From an optimization exercise on the open Yosys and OpenROAD flow, aimed at small area; shortcuts taken in it are not production practice.
At most, simulation tests tie the RTL to the original design; equivalence was not proved.

Design fir16_top, start of the top module:
module fir16_top (clk, reset, sample_in, y_out);
    input clk;
    input reset;
    input  signed [15:0] sample_in;
    output signed [35:0] y_out;
    reg [15:0] tap0;
    reg [15:0] tap1;
    reg [15:0] tap2;
    reg [15:0] tap3;
    reg [15:0] tap4;
    reg [15:0] tap5;
    reg [15:0] tap6;
    reg [15:0] tap7;
    reg [15:0] tap8;
    reg [15:0] tap9;
    reg [15:0] tap10;
    reg [15:0] tap11;
    reg [15:0] tap12;
    reg [15:0] tap13;
    reg [15:0] tap14;
    reg [15:0] tap15;
    reg [15:0] tap16;
    always @(posedge clk) begin
        tap1 <= tap0;
        tap3 <= tap2;
        tap5 <= tap4;
        tap7 <= tap6;
        tap9 <= tap8;
        tap11 <= tap10;
        tap13 <= tap12;
        tap15 <= tap14;
    end
    always @(posedge clk) begin
        if (reset) begin
            tap0 <= 16'h0000;
            tap2 <= 16'h0000;
            tap4 <= 16'h0000;
            tap6 <= 16'h0000;
            tap8 <= 16'h0000;
            tap10 <= 16'h0000;
            tap12 <= 16'h0000;
            tap14 <= 16'h0000;
            tap16 <= 16'h0000;
        end else begin
            tap0 <= sample_in;
  ...
For scale: roughly 1,200 cells after synthesis, roughly 310 flip-flops, roughly 54 I/O pins.
Settings: LEC_CHECK=0, CAP_MARGIN=20, CORE_MARGIN=2, CORE_UTILIZATION=55, CTS_BUF_LIST=sky130_fd_sc_hd__clkbuf_8, CTS_CLUSTER_DIAMETER=80, CTS_CLUSTER_SIZE=16, SLEW_MARGIN=20, SYNTH_HIERARCHICAL=1, SYNTH_MINIMUM_KEEP_SIZE=0; clock period 8.0 ns.
run.sh (not shown) runs the stock make flow with config.mk's settings and CLKGATE_MAP_FILE= SYNTH_SCRIPT=/design/flow/synth_recipe.tcl, a recipe that flattens the netlist after the stock synthesis.
The baseline completed with no timing, DRC or antenna violations.
Change:
- CORE_UTILIZATION: 55 -> 40
Die area goes up by 37%.
Critical path depth is lower by 1.
Core utilization drops by 16 points.
Area after synthesis stays the same.
Non-clock buffer count falls by 1.
Change:
- CORE_UTILIZATION: 40 -> 70
Cell count shrinks by 15%. Worst setup slack gets worse by 0.022 ns. Synthesized area is unchanged. Clock-buffer cell count fell by 5. Fmax barely changes. Global-route usage is higher by 11 points. Hold slack is worse by 0.0061 ns. Routed wire length is lower by 5.2%. First-iteration DRC count went up by 5.7%. Sequential share of layout area rises by 0.79 points.
Change:
==> flow/flow/run.sh (new file) <==
#!/bin/bash
# Standard layout; only the port buffers are the smallest buffer cell.
set -euo pipefail
bash standard.sh 'BUFFER_PORTS_ARGS=-buffer_cell sky130_fd_sc_hd__buf_1' finish > standard_flow.log 2>&1
==> flow/standard.sh (new file) <==
#!/bin/bash
# synth_recipe.tcl (not shown) runs the flow's synth.tcl, then flattens the netlist and writes it again
# the make line also repeats each setting of config.mk as NAME=value (left out here)
make -C /OpenROAD-flow-scripts/flow DESIGN_CONFIG=/design/flow/config.mk WORK_HOME=/design/flow/orfs CLKGATE_MAP_FILE= SYNTH_SCRIPT=/design/flow/synth_recipe.tcl "${@:-finish}"
- CORE_UTILIZATION: 70 -> 40
removed: flow/run.sh
Core utilization drops by 32 points; routed wire length is higher by a few percent; flip-flop and latch count is unchanged; global-route usage goes down by 11 points; setup slack gets better by 0.032 ns; first-iteration DRC count rose by a few percent; cell count grows by about a fifth; register-to-register slack gets better by 0.03 ns; final area rises slightly.
No functional check of the RTL was part of any run of this note.


## build 61
fir16_top, a different RTL version from the one above (not shown whole).
Size: ~1000 cells after synthesis, ~310 flip-flops.
==> flow/config.mk <==
export PLATFORM = sky130hd
export DESIGN_NAME = fir16_top
export DESIGN_NICKNAME = fir16_top
export VERILOG_FILES = /design/flow/design.v
export SDC_FILE = /design/flow/constraint.sdc
export NUM_CORES = 4
export LEC_CHECK = 0
export CAP_MARGIN = 20
export CORE_MARGIN = 2
export CORE_UTILIZATION = 70
export CTS_BUF_LIST = sky130_fd_sc_hd__clkbuf_8
export CTS_CLUSTER_DIAMETER = 80
export CTS_CLUSTER_SIZE = 16
export SLEW_MARGIN = 20
export SYNTH_HIERARCHICAL = 1
export SYNTH_MINIMUM_KEEP_SIZE = 0
==> flow/constraint.sdc <==
create_clock -name core_clock -period 8.0 [get_ports {clk}]
set_input_delay 1.6000 -clock core_clock [delete_from_list [all_inputs] [get_ports {clk}]]
set_output_delay 1.6000 -clock core_clock [all_outputs]
set_load 0.01 [all_outputs]
standard.sh (not shown) runs the stock make flow with config.mk's settings and CLKGATE_MAP_FILE= SYNTH_SCRIPT=/design/flow/synth_recipe.tcl, a recipe that flattens the netlist after the stock synthesis.
==> flow/flow/run.sh <==
#!/bin/bash
# Standard layout; only the port buffers are the smallest buffer cell.
set -euo pipefail
bash standard.sh 'BUFFER_PORTS_ARGS=-buffer_cell sky130_fd_sc_hd__buf_1' finish > standard_flow.log 2>&1
### build 61 -> build 26
# build 61
export LEC_CHECK = 0
export CAP_MARGIN = 20
export CORE_MARGIN = 2
export CORE_UTILIZATION = 70
export CTS_BUF_LIST = sky130_fd_sc_hd__clkbuf_8
export CTS_CLUSTER_DIAMETER = 80
export CTS_CLUSTER_SIZE = 16
export SLEW_MARGIN = 20
export SYNTH_HIERARCHICAL = 1
export SYNTH_MINIMUM_KEEP_SIZE = 0
create_clock -name core_clock -period 8.0 [get_ports {clk}]
# build 26
export LEC_CHECK = 0
export CAP_MARGIN = 20
export CORE_MARGIN = 2
export CORE_UTILIZATION = 70
export CTS_BUF_LIST = sky130_fd_sc_hd__clkbuf_4
export CTS_CLUSTER_DIAMETER = 60
export CTS_CLUSTER_SIZE = 10
export SLEW_MARGIN = 20
export SYNTH_HIERARCHICAL = 1
export SYNTH_MINIMUM_KEEP_SIZE = 0
create_clock -name core_clock -period 8.0 [get_ports {clk}]
[summary]
As far as slack of the critical path is concerned, build 61 and build 26 perform about the same. Maximum frequency essentially unchanged between build 61 and build 26. For minimum clock period, build 61 and build 26 come out practically identical. Of the two values seen for beginning of the critical path, tap6[0] was produced by build 61 and tap3[0] by build 26. Build 26 ends up with lower fraction of area in registers than build 61 does. Final standard cell area without fillers on build 26 is behind build 61. Delta (build 26 minus build 61): maximum fanout along the worst path -1.
The inputs of build 36 differ from those of build 26 as listed below.
# build 26
export LEC_CHECK = 0
export CAP_MARGIN = 20
export CORE_MARGIN = 2
export CORE_UTILIZATION = 70
export CTS_BUF_LIST = sky130_fd_sc_hd__clkbuf_4
export CTS_CLUSTER_DIAMETER = 60
export CTS_CLUSTER_SIZE = 10
export SLEW_MARGIN = 20
export SYNTH_HIERARCHICAL = 1
export SYNTH_MINIMUM_KEEP_SIZE = 0
create_clock -name core_clock -period 8.0 [get_ports {clk}]
# build 36
export LEC_CHECK = 0
export ABC_AREA = 1
export CAP_MARGIN = 20
export CORE_MARGIN = 2
export CORE_UTILIZATION = 70
export CTS_BUF_LIST = sky130_fd_sc_hd__clkbuf_8
export CTS_CLUSTER_DIAMETER = 60
export CTS_CLUSTER_SIZE = 16
export SLEW_MARGIN = 20
export SYNTH_HIERARCHICAL = 1
export SYNTH_MINIMUM_KEEP_SIZE = 0
create_clock -name core_clock -period 8.0 [get_ports {clk}]
Notes after the runs:
Compared with build 26, in build 36 number of DRC violations after detailed-routing iteration 0 shrank by 1.5%; total setup violations reported at the end of the flow held steady; required time of the critical path lost 0.02 ns.

separate check: timing with driven ports:
How much do the figures lean on ideal ports? The routed layouts below were timed once more, with nothing changed but the port constraints. Step 1 sets driving cells, clkbuf_16 on the clock port and buf_2 on the other inputs (assumed; they add their load-dependent delay and slew). Step 2 moves the port delays by t, midway between the first and last clock arrival at a register: inputs arrive t later, outputs are due t later. That takes back most of the time a late clock gives input paths. Three values: no drivers, after step 1, after step 2; two values: the first two.
run | t (ns) | slack for setup (ns) | worst setup path at the end
the first run of note 1 | 0.635 | 0.188 / 0.188 / 0.188 | register to register
the second run of note 1 | 0.671 | 0.230 / 0.230 / 0.230 | register to register
the third run of note 1 | 0.615 | 0.208 / 0.208 / 0.208 | register to register
the fourth run of note 1 | 0.668 | 0.240 / 0.240 / 0.240 | register to register
build 61 | 0.595 | 0.198 / 0.198 / 0.198 | register to register
build 26 | 0.706 | 0.198 / 0.198 / 0.198 | register to register
build 36 | 0.639 | 0.209 / 0.209 / 0.209 | register to register
After both steps every run listed still meets setup and hold.
